Context: an optimization exercise on an open-source flow, tuned for small area, a short achievable clock period and few clock cycles. The choices shown serve that exercise and are no tape-out recipe. RTL that was checked went through simulation tests only; none was proved equivalent to the original. Power and IR drop assume default switching activity.

// cpu8080
module cpu8080(addr,      
               data_in,   
               data_out,  
               readmem,   
               writemem,  
               intr,      
               inta,      
               reset,     
               clock);
For scale: about 2000 cells after synthesis, about 38 I/O pins, roughly 16000 um2 of cells after synthesis.
clock: 7.0 ns
lec_check: 0
cap_margin: 20
core_margin: 2
core_utilization: 40
place_density: 0.7
setup_slack_margin: 3.0
slew_margin: 20
run.sh (not shown) runs the stock make flow with config.mk's settings and CLKGATE_MAP_FILE= SYNTH_SCRIPT=/design/flow/synth_recipe.tcl, a recipe that flattens the netlist after the stock synthesis.
Testbench counts at the start, summed over its fixed seeds: cycles 103,935.
Next try:
--- a/flow/config.mk
+++ b/flow/config.mk
@@ -11,2 +11,2 @@
-export PLACE_DENSITY = 0.7
-export SETUP_SLACK_MARGIN = 3.0
+export PLACE_DENSITY = 0.6
+export SETUP_SLACK_MARGIN = 2.5
Effect: The changed run finished clean. Synthesized cell count stays the same. Worst setup slack loses 0.43 ns. Power fell by 15%. Global-route usage fell by 0.25 points. Via count fell by 3.4%. Maximum frequency fell by 9.4%. Utilization fell by 3.1 points. Sequential power stays flat. Design area fell by 6.4%. Area after synthesis is unchanged. Cell count fell by 2.5%.
Next try:
--- a/flow/config.mk
+++ b/flow/config.mk
@@ -7,0 +8 @@
+export ABC_AREA = 1
@@ -12 +13 @@
-export SETUP_SLACK_MARGIN = 2.5
+export SETUP_SLACK_MARGIN = 3.5
Hold slack improves by 0.049 ns.
Clock-buffer cell count went down by 1.
Combinational power went up by 19%.
Maximum frequency went up by about 13%.
Sequential cell count stays the same.
Sequential share of layout area went down by 3.8 points.
Via count went up by 22%.
Synthesized area went up by 9.6%.
Register-to-register slack improves by 0.52 ns.
Worst setup slack improves by 0.52 ns.
Clock skew stays flat.
Next try:
--- a/flow/config.mk
+++ b/flow/config.mk
@@ -8,2 +8 @@
-export ABC_AREA = 1
-export CAP_MARGIN = 20
+export CAP_MARGIN = 10
@@ -13,2 +12,2 @@
-export SETUP_SLACK_MARGIN = 3.5
-export SLEW_MARGIN = 20
+export SETUP_SLACK_MARGIN = 3.0
+export SLEW_MARGIN = 10
After rerunning: The new run completed without violations. Synthesized area goes down by 8.8%. Sequential cell count does not change. Synthesized cell count goes down by about 27%. Power goes up by 1.2%. Hold slack degrades by 0.047 ns. Register-to-register slack gains 0.05 ns. First-iteration DRC count falls by about 11%. Clock-buffer cell count rose by 4. Die area falls by about 9%.

========
Starting RTL as in the previous note.
Settings: LEC_CHECK=0, CAP_MARGIN=20, CORE_MARGIN=2, CORE_UTILIZATION=40, PLACE_DENSITY=0.6, SETUP_SLACK_MARGIN=3.3, SLEW_MARGIN=20; clock period 7.0 ns.
The first run passed the timing, DRC and antenna checks.
Testbench counts at the start, summed over its fixed seeds: cycles 103,935.
Change:
- GPL_ROUTABILITY_DRIVEN: default -> 0
- SETUP_SLACK_MARGIN: 3.3 -> 3.0
Outcome: The new run completed without violations; final area went down by 5.0%; routed wire length drops by 9.9%; maximum frequency goes down by 1.7%.
Change:
- GPL_ROUTABILITY_DRIVEN: 0 -> default
=> Power stays flat; non-clock buffer count climbs by 8; wire length goes up by 8.0%; setup slack is better by 120 ps; synthesized cell count stays the same.

========
== v6 ==
Another version of the RTL of cpu8080 (not shown whole).
Size: about 2000 cells after synthesis, roughly 200 flip-flops.
Settings: LEC_CHECK=0, CAP_MARGIN=20, CORE_MARGIN=2, CORE_UTILIZATION=50, PLACE_DENSITY=0.65, SETUP_SLACK_MARGIN=3.0, SLEW_MARGIN=20; clock period 7.0 ns.
## Diff of input files: v7 against v6
--- a/flow/config.mk
+++ b/flow/config.mk
@@ -10,2 +10,2 @@
-export CORE_UTILIZATION = 50
-export PLACE_DENSITY = 0.65
+export CORE_UTILIZATION = 40
+export PLACE_DENSITY = 0.6
Notes after the runs:
- Per the comparison of v7 with v6, count of final max-slew check failures now sits at about the same level; total design power now sits higher; hold slack now sits lower; cell area now sits at about the same level; routed wirelength normalized by instance count now sits higher.
- The sequential cell area was comparable across v6 and v7.
- v7 vs. v6: final routed wirelength across all metal layers increased 8.7%, sequential-cell power consumption about even, maximum number of pins on one net before global-route repair shows an increase of 1, buffers inserted during post-CTS setup optimization now smaller.
No functional check of the RTL was part of any run of this note.

========
cpu8080, a different RTL version from the one above (not shown whole).
Size: roughly 200 flip-flops, about 38 I/O pins.
clock: 7.0 ns
lec_check: 0
cap_margin: 20
core_margin: 2
core_utilization: 40
place_density: 0.6
setup_slack_margin: 3.15
slew_margin: 20
Rerun with:
--- a/flow/config.mk
+++ b/flow/config.mk
@@ -10,4 +10,4 @@
 export CORE_UTILIZATION = 40
 export PLACE_DENSITY = 0.6
-export SETUP_SLACK_MARGIN = 3.15
+export SETUP_SLACK_MARGIN = 3.0
 export SLEW_MARGIN = 20
Result:
- design area is lower by about 3.6%
- synthesized area is unchanged
- via count is lower by about 2%
- count of clock-buffer cells in the layout stays the same
- hold slack improved by 0.012 ns
- wire length is lower by about 1%
- clock power barely changes
- cell count is lower by about 1.5%
- die area is unchanged
- sequential share of layout area is higher by 0.76 points
- register-to-register slack improved by 0.04 ns
No run of this note included a check of the RTL's function; only the layout flow was run.

separate check: timing with driven ports:
How much do the figures lean on ideal ports? The routed layouts below were timed once more, with nothing changed but the port constraints.
Step 1, drivers: a clkbuf_16 drives clock and a buf_2 each remaining input, both assumed.
Step 2 times the ports against the registers' clock, not the clock port: input delays grow and output delays shrink by t, the midpoint of the rising clock arrivals with the driver on.
Slacks: ideal ports / drivers / drivers and shift; pairs: ideal ports / drivers.
| run | shift t [ns] | setup slack, ns | worst hold slack (ns) | latest minus earliest clock arrival (ns) | slew at the worst register clock pin (ns) |
|---|---|---|---|---|---|
| the first run of note 1 | 0.529 | 2.910 / 2.855 / 2.561 | 0.502 / 0.502 / 0.502 | 0.016 / 0.016 | 0.09 / 0.09 |
| the second run of note 1 | 0.534 | 2.484 / 2.484 / 2.102 | 0.475 / 0.475 / 0.475 | 0.013 / 0.013 | 0.08 / 0.08 |
| the third run of note 1 | 0.566 | 3.007 / 3.007 / 2.977 | 0.524 / 0.524 / 0.524 | 0.012 / 0.013 | 0.09 / 0.09 |
| the fourth run of note 1 | 0.557 | 3.020 / 2.965 / 2.494 | 0.477 / 0.477 / 0.477 | 0.016 / 0.015 | 0.09 / 0.09 |
| the first run of note 2 | 0.535 | 2.970 / 2.969 / 2.806 | 0.486 / 0.486 / 0.486 | 0.014 / 0.014 | 0.09 / 0.09 |
| the second run of note 2 | 0.515 | 2.902 / 2.847 / 2.482 | 0.479 / 0.479 / 0.479 | 0.020 / 0.020 | 0.09 / 0.09 |
| the third run of note 2 | 0.557 | 3.020 / 2.965 / 2.494 | 0.477 / 0.477 / 0.477 | 0.016 / 0.015 | 0.09 / 0.09 |
| v6 | 0.611 | 2.812 / 2.759 / 2.480 | 0.555 / 0.555 / 0.555 | 0.011 / 0.012 | 0.06 / 0.06 |
| v7 | 0.619 | 2.823 / 2.766 / 2.424 | 0.533 / 0.533 / 0.533 | 0.017 / 0.018 | 0.08 / 0.08 |
| the first run of note 4 | 0.560 | 2.824 / 2.821 / 2.648 | 0.539 / 0.539 / 0.539 | 0.020 / 0.021 | 0.09 / 0.09 |
| the second run of note 4 | 0.553 | 2.868 / 2.868 / 2.480 | 0.551 / 0.551 / 0.551 | 0.018 / 0.018 | 0.09 / 0.09 |
After both steps setup and hold are still met in every run listed.
